Source: an optimization exercise on an open RTL-to-GDS flow (aim: small area). Production flows keep margins and buffers that such runs may drop.
Function was checked by simulation only, so behaviour that the tests miss may differ from the original.
Power and IR drop assume default switching activity.

<file path="design/flow/config.mk">
export PLATFORM = sky130hd
export DESIGN_NAME = top
export DESIGN_NICKNAME = top
export VERILOG_FILES = /design/flow/design.v
export SDC_FILE = /design/flow/constraint.sdc
export NUM_CORES = 4
export LEC_CHECK = 0
export CAP_MARGIN = 20
export CORE_MARGIN = 2
export CORE_UTILIZATION = 70
export CTS_BUF_LIST = sky130_fd_sc_hd__clkbuf_4
export CTS_CLUSTER_DIAMETER = 200
export CTS_CLUSTER_SIZE = 50
export PLACE_DENSITY = 0.8
export SLEW_MARGIN = 20
export SYNTH_HIERARCHICAL = 1
export SYNTH_MINIMUM_KEEP_SIZE = 0
</file>
<file path="design/flow/constraint.sdc">
create_clock -name core_clock -period 10.0 [get_ports {clk_12mhz_i}]
set_input_delay 2.0000 -clock core_clock [delete_from_list [all_inputs] [get_ports {clk_12mhz_i}]]
set_output_delay 2.0000 -clock core_clock [all_outputs]
set_load 0.01 [all_outputs]
</file>
<file path="design/flow/design.v">
module dff
  #(parameter [0:0] reset_val_p = 1'b0)
  (input [0:0] clk_i
  ,input [0:0] reset_i  
  ,input [0:0] d_i
  ,input [0:0] en_i
  ,output [0:0] q_o);
   logic [0:0] q_r;
   always_ff @(posedge clk_i) begin
      if(reset_i) begin  
	q_r <= reset_val_p;
      end else if (en_i) begin
	q_r <= d_i;
      end
   end
   assign q_o = q_r;
endmodule
module inv
  (input [0:0] a_i
  ,output [0:0] b_o);
   assign b_o = ~a_i;
endmodule
module mux2
  (input [0:0] a_i
  ,input [0:0] b_i
  ,input [0:0] select_i
  ,output [0:0] c_o);
  logic [0:0] c_l;
  always_comb begin
    c_l = a_i;
    if (select_i) begin
    c_l = b_i;
    end
  end
  assign c_o = c_l;
endmodule
module hex2ssd
  (input [3:0] hex_i
  ,output [6:0] ssd_o
  );
logic [6:0] ssd_l;
always_comb begin
  case (hex_i)
  4'h0 : ssd_l = 7'b1000000;  
  4'h1 : ssd_l = 7'b1111001;  
  4'h2 : ssd_l = 7'b0100100;  
  4'h3 : ssd_l = 7'b0110000;  
  4'h4 : ssd_l = 7'b0011001;  
  4'h5 : ssd_l = 7'b0010010;  
  4'h6 : ssd_l = 7'b0000010;  
  4'h7 : ssd_l = 7'b1111000;  
  4'h8 : ssd_l = 7'b0000000;  
  4'h9 : ssd_l = 7'b0011000;  
  4'hA : ssd_l = 7'b0001000;  
  4'hB : ssd_l = 7'b0000011;  
  4'hC : ssd_l = 7'b1000110;  
  4'hD : ssd_l = 7'b0100001;  
  4'hE : ssd_l = 7'b0000110;  
  4'hF : ssd_l = 7'b0001110;  
  default: ssd_l = 7'b1111111; 
  endcase
end
assign ssd_o = ssd_l;
endmodule
module counter
  #(parameter width_p = 4,
    /*verilator lint_off WIDTHTRUNC*/
    parameter [width_p-1:0] reset_val_p = '0)
    /*verilator lint_on WIDTHTRUNC*/
   (input [0:0] clk_i
   ,input [0:0] reset_i
   ,input [0:0] up_i
   ,input [0:0] down_i
   ,output [width_p-1:0] count_o);
   logic [width_p-1:0] count_l;
  always_ff @(posedge clk_i) begin
    if (reset_i)
      count_l <= reset_val_p;
    else if (up_i && !down_i)
      count_l <= count_l + 1'b1;
    else if (!up_i && down_i)
      count_l <= count_l - 1'b1;
    else
      count_l <= count_l;
  end
  assign count_o = count_l;
endmodule
module counter_sat
  #(parameter width_p = 4,
    /*verilator lint_off WIDTHTRUNC*/
    parameter [width_p-1:0] reset_val_p = '0,
    parameter [width_p-1:0] sat_val_p = '0
    )
    /*verilator lint_on WIDTHTRUNC*/
   (input [0:0] clk_i
   ,input [0:0] reset_i
   ,input [0:0] up_i
   ,input [0:0] down_i
   ,output [width_p-1:0] count_o);
  logic [width_p-1:0] count_l;
  always_ff @(posedge clk_i) begin
    if (reset_i)
      count_l <= reset_val_p;
    else if ((up_i && !down_i) && (count_l != sat_val_p))
      count_l <= count_l + 1'b1;
    else if ((!up_i && down_i) && (count_l != {width_p{1'b0}}))
      count_l <= count_l - 1'b1;
    else
      count_l <= count_l;
  end
  assign count_o = count_l;
endmodule
module debounce
  #(parameter min_delay_p = 4
    )
   (input [0:0] clk_i
   ,input [0:0] reset_i
   ,input [0:0] button_i
   ,output [0:0] button_o);
  wire [$clog2(min_delay_p):0] count_l;
  counter_sat
    #(.width_p($clog2(min_delay_p)+1),
      .reset_val_p(0),
      .sat_val_p(min_delay_p)
    )
  counter_sat_inst (
    .clk_i(clk_i),
    .reset_i(reset_i),
    .up_i(button_i),
    .down_i(~button_i),
    .count_o(count_l)
  );
  assign button_o = (count_l == (($clog2(min_delay_p)+1)'(min_delay_p)));
endmodule
module detect_edge
   (input [0:0] clk_i
   ,input [0:0] reset_i
   ,input [0:0] button_i
   ,output [0:0] button_o
   ,output [0:0] unbutton_o
   );
   logic [0:0] button_l;
   logic [0:0] unbutton_l;
   logic [0:0] prevbutton_l;
   always_ff @(posedge clk_i) begin
      if (reset_i) begin
         prevbutton_l <= 1'b0;
         button_l <= 1'b0;
         unbutton_l <= 1'b0;
      end
      else begin
         button_l <= (button_i && !prevbutton_l);
         unbutton_l <= (!button_i && prevbutton_l);
         prevbutton_l <= button_i;
      end
   end
   assign button_o = button_l;
   assign unbutton_o = unbutton_l;
endmodule
module top
  (input [0:0] clk_12mhz_i
  ,input [0:0] reset_n_async_unsafe_i
  ,input [3:1] button_async_unsafe_i
  ,output [7:0] ssd_o
  ,output [5:1] led_o);
   logic [0:0] btn1_st_r_0;
   logic [0:0] btn1_st_r_1;
   logic [0:0] btn1_st_r_2;
   logic [0:0] btn1_st_r_3;
   logic [0:0] btn2_st_r_0;
   logic [0:0] btn2_st_r_1;
   logic [0:0] btn2_st_r_2;
   logic [0:0] count_r_0;
   logic [0:0] count_r_1;
   logic [0:0] count_r_2;
   logic [0:0] count_r_3;
   logic [0:0] count_r_4;
   logic [0:0] count_r_5;
   logic [0:0] count_r_6;
   logic [0:0] count_r_7;
   logic [0:0] reset_n_sync_r;
   logic [0:0] reset_r;
   logic [0:0] thi_r_0;
   logic [0:0] thi_r_1;
   logic [0:0] thi_r_2;
   logic [0:0] thi_r_3;
   logic [0:0] thi_r_4;
   logic [0:0] thi_r_5;
   logic [0:0] thi_r_6;
   logic [0:0] thi_r_7;
   logic [0:0] thi_r_8;
   logic [0:0] tlo_r_0;
   logic [0:0] tlo_r_1;
   logic [0:0] tlo_r_10;
   logic [0:0] tlo_r_11;
   logic [0:0] tlo_r_12;
   logic [0:0] tlo_r_2;
   logic [0:0] tlo_r_3;
   logic [0:0] tlo_r_4;
   logic [0:0] tlo_r_5;
   logic [0:0] tlo_r_6;
   logic [0:0] tlo_r_7;
   logic [0:0] tlo_r_8;
   logic [0:0] tlo_r_9;
   wire [0:0] n20;
   wire [0:0] n21;
   wire [0:0] n23;
   wire [0:0] n25;
   wire [0:0] n27;
   wire [0:0] n29;
   wire [0:0] n31;
   wire [0:0] n32;
   wire [0:0] n34;
   wire [0:0] n36;
   wire [0:0] n38;
   wire [0:0] n40;
   wire [0:0] n42;
   wire [0:0] n44;
   wire [0:0] n46;
   wire [0:0] n48;
   wire [0:0] n50;
   wire [0:0] n52;
   wire [0:0] n54;
   wire [0:0] n56;
   wire [0:0] n58;
   wire [0:0] n59;
   wire [0:0] n61;
   wire [0:0] n62;
   wire [0:0] n64;
   wire [0:0] n65;
   wire [0:0] n67;
   wire [0:0] n68;
   wire [0:0] n69;
   wire [0:0] n72;
   wire [0:0] n73;
   wire [0:0] n74;
   wire [0:0] n75;
   wire [0:0] n76;
   wire [0:0] n77;
   wire [0:0] n78;
   wire [0:0] n79;
   wire [0:0] n80;
   wire [0:0] n81;
   wire [0:0] n82;
   wire [0:0] n85;
   wire [0:0] n86;
   wire [0:0] n87;
   wire [0:0] n88;
   wire [0:0] n89;
   wire [0:0] n90;
   wire [0:0] n91;
   wire [0:0] n92;
   wire [0:0] n93;
   wire [0:0] n94;
   wire [0:0] n95;
   wire [0:0] n96;
   wire [0:0] n97;
   wire [0:0] n98;
   wire [0:0] n99;
   wire [0:0] n100;
   wire [0:0] n101;
   wire [0:0] n102;
   wire [0:0] n103;
   wire [0:0] n104;
   wire [0:0] n105;
   wire [0:0] n106;
   wire [0:0] n107;
   wire [0:0] n108;
   wire [0:0] n109;
   wire [0:0] n110;
   wire [0:0] n111;
   wire [0:0] n112;
   wire [0:0] n113;
   wire [0:0] n114;
   wire [0:0] n115;
   wire [0:0] n116;
   wire [0:0] n117;
   wire [0:0] n119;
   wire [0:0] n120;
   wire [0:0] n121;
   wire [0:0] n122;
   wire [0:0] n123;
   wire [0:0] n124;
   wire [0:0] n125;
   wire [0:0] n127;
   wire [0:0] n128;
   wire [0:0] n130;
   wire [0:0] n131;
   wire [0:0] n132;
   wire [0:0] n133;
   wire [0:0] n134;
   wire [0:0] n135;
   wire [0:0] n136;
   wire [0:0] n137;
   wire [0:0] n138;
   wire [0:0] n139;
   wire [0:0] n140;
   wire [0:0] n141;
   wire [0:0] n142;
   wire [0:0] n144;
   wire [0:0] n146;
   wire [0:0] n148;
   wire [0:0] n150;
   wire [0:0] n152;
   wire [0:0] n154;
   wire [0:0] n156;
   wire [0:0] n157;
   wire [0:0] n158;
   wire [0:0] n159;
   wire [0:0] n160;
   wire [0:0] n161;
   wire [0:0] n162;
   wire [0:0] n163;
   wire [0:0] n164;
   wire [0:0] n165;
   wire [0:0] n166;
   wire [0:0] n167;
   wire [0:0] n168;
   wire [0:0] n169;
   wire [0:0] n170;
   wire [0:0] n171;
   wire [0:0] n172;
   wire [0:0] n173;
   wire [0:0] n174;
   wire [0:0] n175;
   wire [0:0] n176;
   wire [0:0] n177;
   wire [0:0] n178;
   wire [0:0] n179;
   wire [0:0] n180;
   wire [0:0] n181;
   wire [0:0] n182;
   wire [0:0] n183;
   wire [0:0] n184;
   wire [0:0] n185;
   wire [0:0] n186;
   wire [0:0] n187;
   wire [0:0] n188;
   wire [0:0] n189;
   wire [0:0] n190;
   wire [0:0] n191;
   wire [0:0] n192;
   wire [0:0] n193;
   wire [0:0] n194;
   wire [0:0] n195;
   wire [0:0] n196;
   wire [0:0] n197;
   wire [0:0] n198;
   wire [0:0] n199;
   wire [0:0] n200;
   wire [0:0] n201;
   wire [0:0] n202;
   wire [0:0] n203;
   wire [0:0] n204;
   wire [0:0] n205;
   wire [0:0] n206;
   wire [0:0] n207;
   wire [0:0] n208;
   wire [0:0] n209;
   wire [0:0] n210;
   wire [0:0] n211;
   wire [0:0] n212;
   wire [0:0] n213;
   always_ff @(posedge clk_12mhz_i) btn1_st_r_0 <= n179;
   always_ff @(posedge clk_12mhz_i) btn1_st_r_1 <= n178;
   always_ff @(posedge clk_12mhz_i) btn1_st_r_2 <= n176;
   always_ff @(posedge clk_12mhz_i) btn1_st_r_3 <= n196;
   always_ff @(posedge clk_12mhz_i) btn2_st_r_0 <= n188;
   always_ff @(posedge clk_12mhz_i) btn2_st_r_1 <= n182;
   always_ff @(posedge clk_12mhz_i) btn2_st_r_2 <= n206;
   always_ff @(posedge clk_12mhz_i) count_r_0 <= n115;
   always_ff @(posedge clk_12mhz_i) count_r_1 <= n111;
   always_ff @(posedge clk_12mhz_i) count_r_2 <= n107;
   always_ff @(posedge clk_12mhz_i) count_r_3 <= n105;
   always_ff @(posedge clk_12mhz_i) count_r_4 <= n213;
   always_ff @(posedge clk_12mhz_i) count_r_5 <= n210;
   always_ff @(posedge clk_12mhz_i) count_r_6 <= n194;
   always_ff @(posedge clk_12mhz_i) count_r_7 <= n204;
   always_ff @(posedge clk_12mhz_i) reset_n_sync_r <= reset_n_async_unsafe_i[0];
   always_ff @(posedge clk_12mhz_i) reset_r <= n58;
   always_ff @(posedge clk_12mhz_i) thi_r_0 <= n172;
   always_ff @(posedge clk_12mhz_i) thi_r_1 <= n170;
   always_ff @(posedge clk_12mhz_i) thi_r_2 <= n168;
   always_ff @(posedge clk_12mhz_i) thi_r_3 <= n166;
   always_ff @(posedge clk_12mhz_i) thi_r_4 <= n164;
   always_ff @(posedge clk_12mhz_i) thi_r_5 <= n162;
   always_ff @(posedge clk_12mhz_i) thi_r_6 <= n160;
   always_ff @(posedge clk_12mhz_i) thi_r_7 <= n158;
   always_ff @(posedge clk_12mhz_i) thi_r_8 <= n198;
   always_ff @(posedge clk_12mhz_i) tlo_r_0 <= n140;
   always_ff @(posedge clk_12mhz_i) tlo_r_1 <= n128;
   always_ff @(posedge clk_12mhz_i) tlo_r_10 <= n117;
   always_ff @(posedge clk_12mhz_i) tlo_r_11 <= n116;
   always_ff @(posedge clk_12mhz_i) tlo_r_12 <= n199;
   always_ff @(posedge clk_12mhz_i) tlo_r_2 <= n127;
   always_ff @(posedge clk_12mhz_i) tlo_r_3 <= n125;
   always_ff @(posedge clk_12mhz_i) tlo_r_4 <= n124;
   always_ff @(posedge clk_12mhz_i) tlo_r_5 <= n123;
   always_ff @(posedge clk_12mhz_i) tlo_r_6 <= n122;
   always_ff @(posedge clk_12mhz_i) tlo_r_7 <= n121;
   always_ff @(posedge clk_12mhz_i) tlo_r_8 <= n120;
   always_ff @(posedge clk_12mhz_i) tlo_r_9 <= n119;
   cell_inv u0 (.A(count_r_2), .Y(n20));
   cell_inv u1 (.A(thi_r_0), .Y(n21));
   cell_inv u2 (.A(btn1_st_r_1), .Y(n23));
   cell_inv u3 (.A(btn1_st_r_2), .Y(n25));
   cell_inv u4 (.A(btn2_st_r_0), .Y(n27));
   cell_inv u5 (.A(btn2_st_r_1), .Y(n29));
   cell_inv u6 (.A(btn2_st_r_2), .Y(n31));
   cell_inv u7 (.A(button_async_unsafe_i[2]), .Y(n32));
   cell_inv u8 (.A(count_r_4), .Y(n34));
   cell_inv u9 (.A(count_r_5), .Y(n36));
   cell_inv u10 (.A(tlo_r_0), .Y(n38));
   cell_inv u11 (.A(tlo_r_3), .Y(n40));
   cell_inv u12 (.A(tlo_r_2), .Y(n42));
   cell_inv u13 (.A(tlo_r_5), .Y(n44));
   cell_inv u14 (.A(tlo_r_4), .Y(n46));
   cell_inv u15 (.A(tlo_r_7), .Y(n48));
   cell_inv u16 (.A(tlo_r_6), .Y(n50));
   cell_inv u17 (.A(tlo_r_9), .Y(n52));
   cell_inv u18 (.A(tlo_r_10), .Y(n54));
   cell_inv u19 (.A(tlo_r_12), .Y(n56));
   cell_inv u20 (.A(reset_n_sync_r), .Y(n58));
   cell_inv u21 (.A(reset_r), .Y(n59));
   cell_o22ai u22 (.A1(thi_r_0), .A2(count_r_4), .B1(n21), .B2(count_r_0), .Y(n61));
   cell_inv u23 (.A(n61), .Y(n62));
   cell_o22ai u24 (.A1(count_r_6), .A2(thi_r_0), .B1(count_r_2), .B2(n21), .Y(n64));
   cell_inv u25 (.A(n64), .Y(n65));
   cell_o22ai u26 (.A1(thi_r_0), .A2(count_r_5), .B1(n21), .B2(count_r_1), .Y(n67));
   cell_inv u27 (.A(n67), .Y(n68));
   cell_nor2 u28 (.A(n64), .B(n68), .Y(n69));
   cell_o22ai u29 (.A1(thi_r_0), .A2(count_r_7), .B1(n21), .B2(count_r_3), .Y(n72));
   cell_nand2 u30 (.A(n69), .B(n72), .Y(n73));
   cell_nand3 u31 (.A(n69), .B(n72), .C(n61), .Y(n74));
   cell_nor2 u32 (.A(n65), .B(n68), .Y(n75));
   cell_o21ai u33 (.A1(n62), .A2(n65), .B1(n74), .Y(n76));
   cell_nor2 u34 (.A(n75), .B(n76), .Y(n77));
   cell_inv u35 (.A(n77), .Y(n78));
   cell_nor2 u36 (.A(n65), .B(n67), .Y(n79));
   cell_nor2 u37 (.A(n62), .B(n79), .Y(n80));
   cell_or2 u38 (.A(n69), .B(n72), .X(n81));
   cell_nand2 u39 (.A(n73), .B(n81), .Y(n82));
   cell_nor2 u40 (.A(n80), .B(n82), .Y(ssd_o[5]));
   cell_nor2 u41 (.A(n78), .B(ssd_o[5]), .Y(ssd_o[1]));
   cell_and2 u42 (.A(btn1_st_r_0), .B(btn1_st_r_3), .X(led_o[4]));
   cell_a31oi u43 (.A1(btn1_st_r_0), .A2(btn1_st_r_3), .A3(btn1_st_r_2), .B1(n23), .Y(led_o[2]));
   cell_nor2 u44 (.A(n62), .B(n72), .Y(n85));
   cell_o22ai u45 (.A1(n69), .A2(n79), .B1(n62), .B2(n72), .Y(n86));
   cell_inv u46 (.A(n86), .Y(n87));
   cell_o21ai u47 (.A1(n80), .A2(n87), .B1(n74), .Y(ssd_o[3]));
   cell_o21ai u48 (.A1(n62), .A2(n65), .B1(n72), .Y(n88));
   cell_o22ai u49 (.A1(n77), .A2(n88), .B1(n72), .B2(n86), .Y(ssd_o[0]));
   cell_o22a u50 (.A1(n72), .A2(n75), .B1(n62), .B2(n69), .X(ssd_o[4]));
   cell_o21ai u51 (.A1(n62), .A2(n67), .B1(n81), .Y(n89));
   cell_nor2 u52 (.A(n87), .B(n89), .Y(ssd_o[6]));
   cell_o221a u53 (.A1(n68), .A2(n85), .B1(n65), .B2(n72), .C1(n88), .X(ssd_o[2]));
   cell_nor2 u54 (.A(btn2_st_r_1), .B(n31), .Y(n90));
   cell_inv u55 (.A(n90), .Y(n91));
   cell_nand2 u56 (.A(n23), .B(btn1_st_r_0), .Y(n92));
   cell_nor2 u57 (.A(n25), .B(n92), .Y(n93));
   cell_inv u58 (.A(n93), .Y(n94));
   cell_nand2 u59 (.A(count_r_0), .B(n91), .Y(n95));
   cell_nand4 u60 (.A(count_r_0), .B(n91), .C(n93), .D(count_r_1), .Y(n96));
   cell_or3 u61 (.A(n91), .B(n93), .C(count_r_0), .X(n97));
   cell_o21ai u62 (.A1(count_r_1), .A2(n97), .B1(n96), .Y(n98));
   cell_nand2 u63 (.A(n20), .B(n98), .Y(n99));
   cell_nor2 u64 (.A(n91), .B(n99), .Y(n100));
   cell_inv u65 (.A(n100), .Y(n101));
   cell_o21ai u66 (.A1(n20), .A2(n96), .B1(n101), .Y(n102));
   cell_and2 u67 (.A(count_r_3), .B(n102), .X(n103));
   cell_o21ai u68 (.A1(count_r_3), .A2(n102), .B1(n59), .Y(n104));
   cell_nor2 u69 (.A(n103), .B(n104), .Y(n105));
   cell_o21a u70 (.A1(n20), .A2(n98), .B1(n99), .X(n106));
   cell_nor2 u71 (.A(reset_r), .B(n106), .Y(n107));
   cell_o21ai u72 (.A1(n94), .A2(n95), .B1(n97), .Y(n108));
   cell_nand2 u73 (.A(count_r_1), .B(n108), .Y(n109));
   cell_o21ai u74 (.A1(count_r_1), .A2(n108), .B1(n109), .Y(n110));
   cell_nor2 u75 (.A(reset_r), .B(n110), .Y(n111));
   cell_o21ai u76 (.A1(count_r_0), .A2(n91), .B1(n95), .Y(n112));
   cell_nand2 u77 (.A(n93), .B(n112), .Y(n113));
   cell_o21ai u78 (.A1(n93), .A2(n112), .B1(n113), .Y(n114));
   cell_nor2 u79 (.A(reset_r), .B(n114), .Y(n115));
   cell_nor2 u80 (.A(n54), .B(reset_r), .Y(n116));
   cell_nor2 u81 (.A(n52), .B(reset_r), .Y(n117));
   cell_and2 u82 (.A(tlo_r_8), .B(n59), .X(n119));
   cell_nor2 u83 (.A(n48), .B(reset_r), .Y(n120));
   cell_nor2 u84 (.A(n50), .B(reset_r), .Y(n121));
   cell_nor2 u85 (.A(n44), .B(reset_r), .Y(n122));
   cell_nor2 u86 (.A(n46), .B(reset_r), .Y(n123));
   cell_nor2 u87 (.A(n40), .B(reset_r), .Y(n124));
   cell_nor2 u88 (.A(n42), .B(reset_r), .Y(n125));
   cell_and2 u89 (.A(tlo_r_1), .B(n59), .X(n127));
   cell_nor2 u90 (.A(n38), .B(reset_r), .Y(n128));
   cell_nor2 u91 (.A(tlo_r_8), .B(tlo_r_11), .Y(n130));
   cell_nand4 u92 (.A(n44), .B(n46), .C(n48), .D(n50), .Y(n131));
   cell_or4 u93 (.A(tlo_r_0), .B(tlo_r_3), .C(tlo_r_1), .D(tlo_r_2), .X(n132));
   cell_nor2 u94 (.A(n131), .B(n132), .Y(n133));
   cell_nand4 u95 (.A(n52), .B(n54), .C(n130), .D(n133), .Y(n134));
   cell_nand3 u96 (.A(n40), .B(n134), .C(n38), .Y(n135));
   cell_o21ai u97 (.A1(n38), .A2(n40), .B1(n135), .Y(n136));
   cell_o22ai u98 (.A1(tlo_r_2), .A2(tlo_r_12), .B1(n42), .B2(n56), .Y(n137));
   cell_nand2 u99 (.A(n136), .B(n137), .Y(n138));
   cell_o21ai u100 (.A1(n136), .A2(n137), .B1(n138), .Y(n139));
   cell_nor2 u101 (.A(reset_r), .B(n139), .Y(n140));
   cell_nor2 u102 (.A(n56), .B(n134), .Y(n141));
   cell_and2 u103 (.A(thi_r_0), .B(n141), .X(n142));
   cell_and3 u104 (.A(thi_r_0), .B(n141), .C(thi_r_1), .X(n144));
   cell_and2 u105 (.A(thi_r_2), .B(n144), .X(n146));
   cell_and2 u106 (.A(thi_r_3), .B(n146), .X(n148));
   cell_and2 u107 (.A(thi_r_4), .B(n148), .X(n150));
   cell_and2 u108 (.A(thi_r_5), .B(n150), .X(n152));
   cell_and3 u109 (.A(thi_r_5), .B(n150), .C(thi_r_6), .X(n154));
   cell_and2 u110 (.A(thi_r_7), .B(n154), .X(n156));
   cell_o21ai u111 (.A1(thi_r_7), .A2(n154), .B1(n59), .Y(n157));
   cell_nor2 u112 (.A(n156), .B(n157), .Y(n158));
   cell_o21ai u113 (.A1(thi_r_6), .A2(n152), .B1(n59), .Y(n159));
   cell_nor2 u114 (.A(n154), .B(n159), .Y(n160));
   cell_o21ai u115 (.A1(thi_r_5), .A2(n150), .B1(n59), .Y(n161));
   cell_nor2 u116 (.A(n152), .B(n161), .Y(n162));
   cell_o21ai u117 (.A1(thi_r_4), .A2(n148), .B1(n59), .Y(n163));
   cell_nor2 u118 (.A(n150), .B(n163), .Y(n164));
   cell_o21ai u119 (.A1(thi_r_3), .A2(n146), .B1(n59), .Y(n165));
   cell_nor2 u120 (.A(n148), .B(n165), .Y(n166));
   cell_o21ai u121 (.A1(thi_r_2), .A2(n144), .B1(n59), .Y(n167));
   cell_nor2 u122 (.A(n146), .B(n167), .Y(n168));
   cell_o21ai u123 (.A1(thi_r_1), .A2(n142), .B1(n59), .Y(n169));
   cell_nor2 u124 (.A(n144), .B(n169), .Y(n170));
   cell_o21ai u125 (.A1(thi_r_0), .A2(n141), .B1(n59), .Y(n171));
   cell_nor2 u126 (.A(n142), .B(n171), .Y(n172));
   cell_o21ai u127 (.A1(btn1_st_r_0), .A2(n25), .B1(btn1_st_r_3), .Y(n173));
   cell_nand2 u128 (.A(button_async_unsafe_i[1]), .B(n59), .Y(n174));
   cell_o21ai u129 (.A1(reset_r), .A2(n173), .B1(n174), .Y(n175));
   cell_o311a u130 (.A1(btn1_st_r_1), .A2(n25), .A3(btn1_st_r_3), .B1(n175), .C1(n92), .X(n176));
   cell_o2111a u131 (.A1(btn1_st_r_0), .A2(btn1_st_r_3), .B1(n23), .C1(n59), .D1(n173), .X(n177));
   cell_o21a u132 (.A1(btn1_st_r_0), .A2(button_async_unsafe_i[1]), .B1(n177), .X(n178));
   cell_o21a u133 (.A1(led_o[4]), .A2(n177), .B1(n175), .X(n179));
   cell_nor2 u134 (.A(n27), .B(n32), .Y(n180));
   cell_nor2 u135 (.A(btn2_st_r_2), .B(n180), .Y(n181));
   cell_nor2 u136 (.A(reset_r), .B(n181), .Y(n182));
   cell_nor2 u137 (.A(btn2_st_r_2), .B(n32), .Y(n183));
   cell_nor2 u138 (.A(n27), .B(n29), .Y(n184));
   cell_nor2 u139 (.A(btn2_st_r_2), .B(n184), .Y(n185));
   cell_nor2 u140 (.A(button_async_unsafe_i[2]), .B(n185), .Y(n186));
   cell_nor2 u141 (.A(n183), .B(n186), .Y(n187));
   cell_nor2 u142 (.A(reset_r), .B(n187), .Y(n188));
   cell_nand2 u143 (.A(n34), .B(n100), .Y(n189));
   cell_nor2 u144 (.A(count_r_3), .B(n189), .Y(n190));
   cell_and3 u145 (.A(count_r_4), .B(n101), .C(n103), .X(n191));
   cell_o22ai u146 (.A1(n36), .A2(n191), .B1(count_r_5), .B2(n190), .Y(n192));
   cell_xor2 u147 (.A(count_r_6), .B(n192), .X(n193));
   cell_nor2 u148 (.A(reset_r), .B(n193), .Y(n194));
   cell_o21ai u149 (.A1(btn1_st_r_1), .A2(n25), .B1(n173), .Y(n195));
   cell_a31o u150 (.A1(button_async_unsafe_i[1]), .A2(n59), .A3(n195), .B1(n177), .X(n196));
   cell_o21ai u151 (.A1(thi_r_8), .A2(n156), .B1(n59), .Y(n197));
   cell_a31oi u152 (.A1(thi_r_8), .A2(n154), .A3(thi_r_7), .B1(n197), .Y(n198));
   cell_and2 u153 (.A(tlo_r_11), .B(n59), .X(n199));
   cell_nor2 u154 (.A(count_r_6), .B(n90), .Y(n200));
   cell_a311oi u155 (.A1(n29), .A2(btn2_st_r_2), .A3(count_r_6), .B1(n200), .C1(n192), .Y(n201));
   cell_nand2 u156 (.A(count_r_7), .B(n201), .Y(n202));
   cell_o21ai u157 (.A1(count_r_7), .A2(n201), .B1(n202), .Y(n203));
   cell_nor2 u158 (.A(reset_r), .B(n203), .Y(n204));
   cell_o21ai u159 (.A1(n27), .A2(n31), .B1(n29), .Y(n205));
   cell_o311a u160 (.A1(n27), .A2(n29), .A3(n183), .B1(n205), .C1(n59), .X(n206));
   cell_nor2 u161 (.A(n190), .B(n191), .Y(n207));
   cell_nand2 u162 (.A(n36), .B(n207), .Y(n208));
   cell_o21ai u163 (.A1(n36), .A2(n207), .B1(n208), .Y(n209));
   cell_nor2 u164 (.A(reset_r), .B(n209), .Y(n210));
   cell_o21ai u165 (.A1(n34), .A2(n100), .B1(n189), .Y(n211));
   cell_o21ai u166 (.A1(n103), .A2(n211), .B1(n59), .Y(n212));
   cell_a31oi u167 (.A1(count_r_3), .A2(n102), .A3(n211), .B1(n212), .Y(n213));
   assign ssd_o[7] = thi_r_0;
   assign led_o[1] = reset_r;
   assign led_o[3] = thi_r_0;
   assign led_o[5] = thi_r_8;
endmodule
module cell_a311oi (input [0:0] A1, input [0:0] A2, input [0:0] A3, input [0:0] B1, input [0:0] C1, output [0:0] Y);
   assign Y = (~A1&~B1&~C1) | (~A2&~B1&~C1) | (~A3&~B1&~C1);
endmodule
module cell_a31o (input [0:0] A1, input [0:0] A2, input [0:0] A3, input [0:0] B1, output [0:0] X);
   assign X = (A1&A2&A3) | (B1);
endmodule
module cell_a31oi (input [0:0] A1, input [0:0] A2, input [0:0] A3, input [0:0] B1, output [0:0] Y);
   assign Y = (~A1&~B1) | (~A2&~B1) | (~A3&~B1);
endmodule
module cell_and2 (input [0:0] A, input [0:0] B, output [0:0] X);
   assign X = (A&B);
endmodule
module cell_and3 (input [0:0] A, input [0:0] B, input [0:0] C, output [0:0] X);
   assign X = (A&B&C);
endmodule
module cell_inv (input [0:0] A, output [0:0] Y);
   assign Y = (~A);
endmodule
module cell_nand2 (input [0:0] A, input [0:0] B, output [0:0] Y);
   assign Y = (~A) | (~B);
endmodule
module cell_nand3 (input [0:0] A, input [0:0] B, input [0:0] C, output [0:0] Y);
   assign Y = (~A) | (~B) | (~C);
endmodule
module cell_nand4 (input [0:0] A, input [0:0] B, input [0:0] C, input [0:0] D, output [0:0] Y);
   assign Y = (~A) | (~B) | (~C) | (~D);
endmodule
module cell_nor2 (input [0:0] A, input [0:0] B, output [0:0] Y);
   assign Y = (~A&~B);
endmodule
module cell_o2111a (input [0:0] A1, input [0:0] A2, input [0:0] B1, input [0:0] C1, input [0:0] D1, output [0:0] X);
   assign X = (A1&B1&C1&D1) | (A2&B1&C1&D1);
endmodule
module cell_o21a (input [0:0] A1, input [0:0] A2, input [0:0] B1, output [0:0] X);
   assign X = (A1&B1) | (A2&B1);
endmodule
module cell_o21ai (input [0:0] A1, input [0:0] A2, input [0:0] B1, output [0:0] Y);
   assign Y = (~A1&~A2) | (~B1);
endmodule
module cell_o221a (input [0:0] A1, input [0:0] A2, input [0:0] B1, input [0:0] B2, input [0:0] C1, output [0:0] X);
   assign X = (A1&B1&C1) | (A2&B1&C1) | (A1&B2&C1) | (A2&B2&C1);
endmodule
module cell_o22a (input [0:0] A1, input [0:0] A2, input [0:0] B1, input [0:0] B2, output [0:0] X);
   assign X = (A1&B1) | (A2&B1) | (A1&B2) | (A2&B2);
endmodule
module cell_o22ai (input [0:0] A1, input [0:0] A2, input [0:0] B1, input [0:0] B2, output [0:0] Y);
   assign Y = (~B1&~B2) | (~A1&~A2);
endmodule
module cell_o311a (input [0:0] A1, input [0:0] A2, input [0:0] A3, input [0:0] B1, input [0:0] C1, output [0:0] X);
   assign X = (A1&B1&C1) | (A2&B1&C1) | (A3&B1&C1);
endmodule
module cell_or2 (input [0:0] A, input [0:0] B, output [0:0] X);
   assign X = (A) | (B);
endmodule
module cell_or3 (input [0:0] A, input [0:0] B, input [0:0] C, output [0:0] X);
   assign X = (A) | (B) | (C);
endmodule
module cell_or4 (input [0:0] A, input [0:0] B, input [0:0] C, input [0:0] D, output [0:0] X);
   assign X = (A) | (B) | (C) | (D);
endmodule
module cell_xor2 (input [0:0] A, input [0:0] B, output [0:0] X);
   assign X = (A&~B) | (~A&B);
endmodule
</file>
<file path="design/flow/run.sh">
#!/bin/bash
# synth_recipe.tcl (not shown) runs the flow's synth.tcl, then flattens the netlist and writes it again
# the make line also repeats each setting of config.mk as NAME=value (left out here)
make -C /OpenROAD-flow-scripts/flow DESIGN_CONFIG=/design/flow/config.mk WORK_HOME=/design/flow/orfs CLKGATE_MAP_FILE= SYNTH_SCRIPT=/design/flow/synth_recipe.tcl finish
</file>
==> run notes <==
[per-module statistics from Yosys (local to each module, per instance), excerpt]
module	cells inside	area (um^2)	copies in the design	flops+latches
cell_o221a	1	11.3	1	0
cell_nand3	1	5.00	2	0
cell_or3	1	6.26	1	0
cell_or4	1	7.51	1	0
cell_and2	1	6.26	11	0
cell_and3	1	6.26	3	0
cell_nor2	1	3.75	52	0
[cell usage after synthesis, types with 2 or more instances]
master	n
nor2_1	52
dfxtp_1	39
inv_1	30
o21ai_1	30
nand2_1	12
and2_1	11
o22ai_1	8
buf_4	4
a31oi_1	3
and3_1	3
nand4_1	3
o21a_1	3
nand3_1	2
o311a_1	2
[metrics by stage]
stage          hold slack, ns  instances  setup slack, ns
2_1_floorplan           0.338        211             6.44
3_3_place_gp            0.342        251             5.84
3_5_place_dp            0.345        251             5.77
4_1_cts                 0.377        259             5.33
5_1_grt                 0.408        259             5.07
6_report                0.374        259             5.31
[per-layer routing]
| metal | GRT usage (%) | share of wire (%) | vias up |
|---|---|---|---|
| li1 | - | - | 738 |
| met5 | 0 | 0 | - |
| met4 | 13.2 | 1.8 | 0 |
| met2 | 47.3 | 50 | 33 |
| met3 | 8.91 | 4.1 | 6 |
| met1 | 30.0 | 44 | 666 |
[worst max-delay path, stage by stage (launching register included)]
cell and delay [ns]:
dfxtp_1 0.53, inv_1 0.15, o22ai_1 0.28, inv_1 0.12, nor2_1 0.26, nand3_1 0.14
o21ai_1 0.12, nor2_1 0.08, o22ai_1 0.12, clkdlybuf4s50_1 0.56
[layout make-up]
| class | count | share of cell area, % |
|---|---|---|
| Clock buffer | 5 | 2.02 |
| Clock inverter | 3 | 2.08 |
| Inverter | 30 | 6.05 |
| Multi-Input combinational cell | 138 | 37.4 |
| Sequential cell | 39 | 42.0 |
| Tap cell | 28 | 1.88 |
| Timing Repair Buffer | 16 | 8.61 |
[where the power goes]
part | switching, mW | internal, mW
sequential | 0.00476 | 0.161
combinational | 0.0121 | 0.0101
clock | 0.0469 | 0.0514
total | 0.0637 | 0.222
[final timing paths]
check / startpoint / endpoint / slack, ns / cells past startpoint
worst max-delay path: thi_r_0 / ssd_o[0] / 5.31 / 9
worst min-delay path: reset_n_sync_r / reset_r / 0.37 / 1
worst max register to register: btn2_st_r_2 / count_r_7 / 6.74 / 16
worst min register to register: reset_n_sync_r / reset_r / 0.37 / 1
[kinds of logic (layout without fill, tap and decap cells)]
| logic type | after synthesis | in the layout | share of synthesized area (%) |
|---|---|---|---|
| AOI/OAI and AO/OA | 51 | 51 | 19.2 |
| xor gates and xnor gates | 1 | 1 | 0.541 |
| buffers and inverters | 34 | 54 | 8.81 |
| DFF | 39 | 39 | 48.2 |
| and+or+nand+nor | 86 | 86 | 23.3 |
[placed cells by master (no fill, tap or decap), types with 5 or more instances in the layout]
master / n
clkbuf_4: 5
dfxtp_1: 39
and2_1: 11
nand2_1: 12
o22ai_1: 8
clkdlybuf4s50_1: 16
o21ai_1: 30
inv_1: 30
nor2_1: 52
==> impl_metrics.toml <==
[timing]
setup_violations = 0
final.period_utilization_pct = 46.9
worstMarginPinSlew_ns = 0.710
hold_viol_final = 0
setup_tns_ns = 0
finClkSkew_ns = 0.00669
rsz0062_at_grt = "false"
max_freq_mhz = 213
report.final.slew_viol_count = 0
slew_headroom_pct = 52.6
min_period_ns = 4.69

[synthesis]
ys_async_sr_fraction_pct = 0
synth_seq_cells = 39
yosysTopAreaCell = "dfxtp_1"
synth_cell_types = 23
synth_nets = 216
ys_seq_area_share_pct = 48.2
ys.flop_type = "dfxtp_1"
yosys_warnings = 7
syn_avg_cell_area_um2 = 7.67
synth_top_area_share_pct = 48.2
synth_top_cells_by_area = "dfxtp_1, nor2_1, o21ai_1"
syn_inst = 211
synth-edff-count = 0
syn_area_um2 = 1620

[critical_path]
crit_type = "flip-flop to primary output"
required_ns = 8.00
cp-end-kind = "primary output"
crit_arrival_ns = 2.69
start_kind = "flip-flop"
critical_path.max_fanout = 10

[cts]
cts_max_level = 2
cts_resized = 0
clk_pin_slew_ns = 0.11
cts.sinks = 39
clk_latency_ns = 0.33
cts_made_buffers = 5
tritoncts = "built"
holdBufCountCts = 0
cts_setup_buffers = 0
cts_root_buf = "clkbuf_4"
cts_buffer_depth = 2

[finish]
ff_latch_area_um2 = 781
fillers = 125
final_area_um2 = 1860
drive_above_1_share_pct = 3.03
multi_input_area_um2 = 696
areaGrowthSynthToFinish_pct = 14.9
post-route-util_pct = 84.9
diodes = 0
final_nets = 235

[detailed_routing]
drcViolationCount = 0
drtIter0Drc = 52
wl_per_cell_um = 12.6
vias = 1443
first_pass_iters = 4
ant_nets = 0
wl_um = 3250
viasPerCell = 5.57

[grt]
grt_usage_pct = 27.4
grt-ovfl-total = 0
grt_start_max_net_pins = 22
grt_pass1_vias = 1369
antenna_found_initial = 0
grt_pass1_wl_um = 5470

[placement]
hpwl_um = 2230
place_congestion = 0.826
port_buffers = 16
placed_area_um2 = 1780

[die]
rows = 17
fp.dieH_um = 52.1
die_x_um = 52.1
dieArea_um2 = 2710
coreArea_um2 = 2190
start_util_pct = 73.9
ios = 18

[job]
drv_cap = 0

[status]
outcome = "complete, no violations"

[power_and_ir_drop]
total_power_mw = 0.286
peakVddDrop_mv = 0.161
power_density_nw_per_um2 = 154
p_leak_nw = 0.758

[worst_hold_path]
holdCritPathClass = "flip-flop to flip-flop"
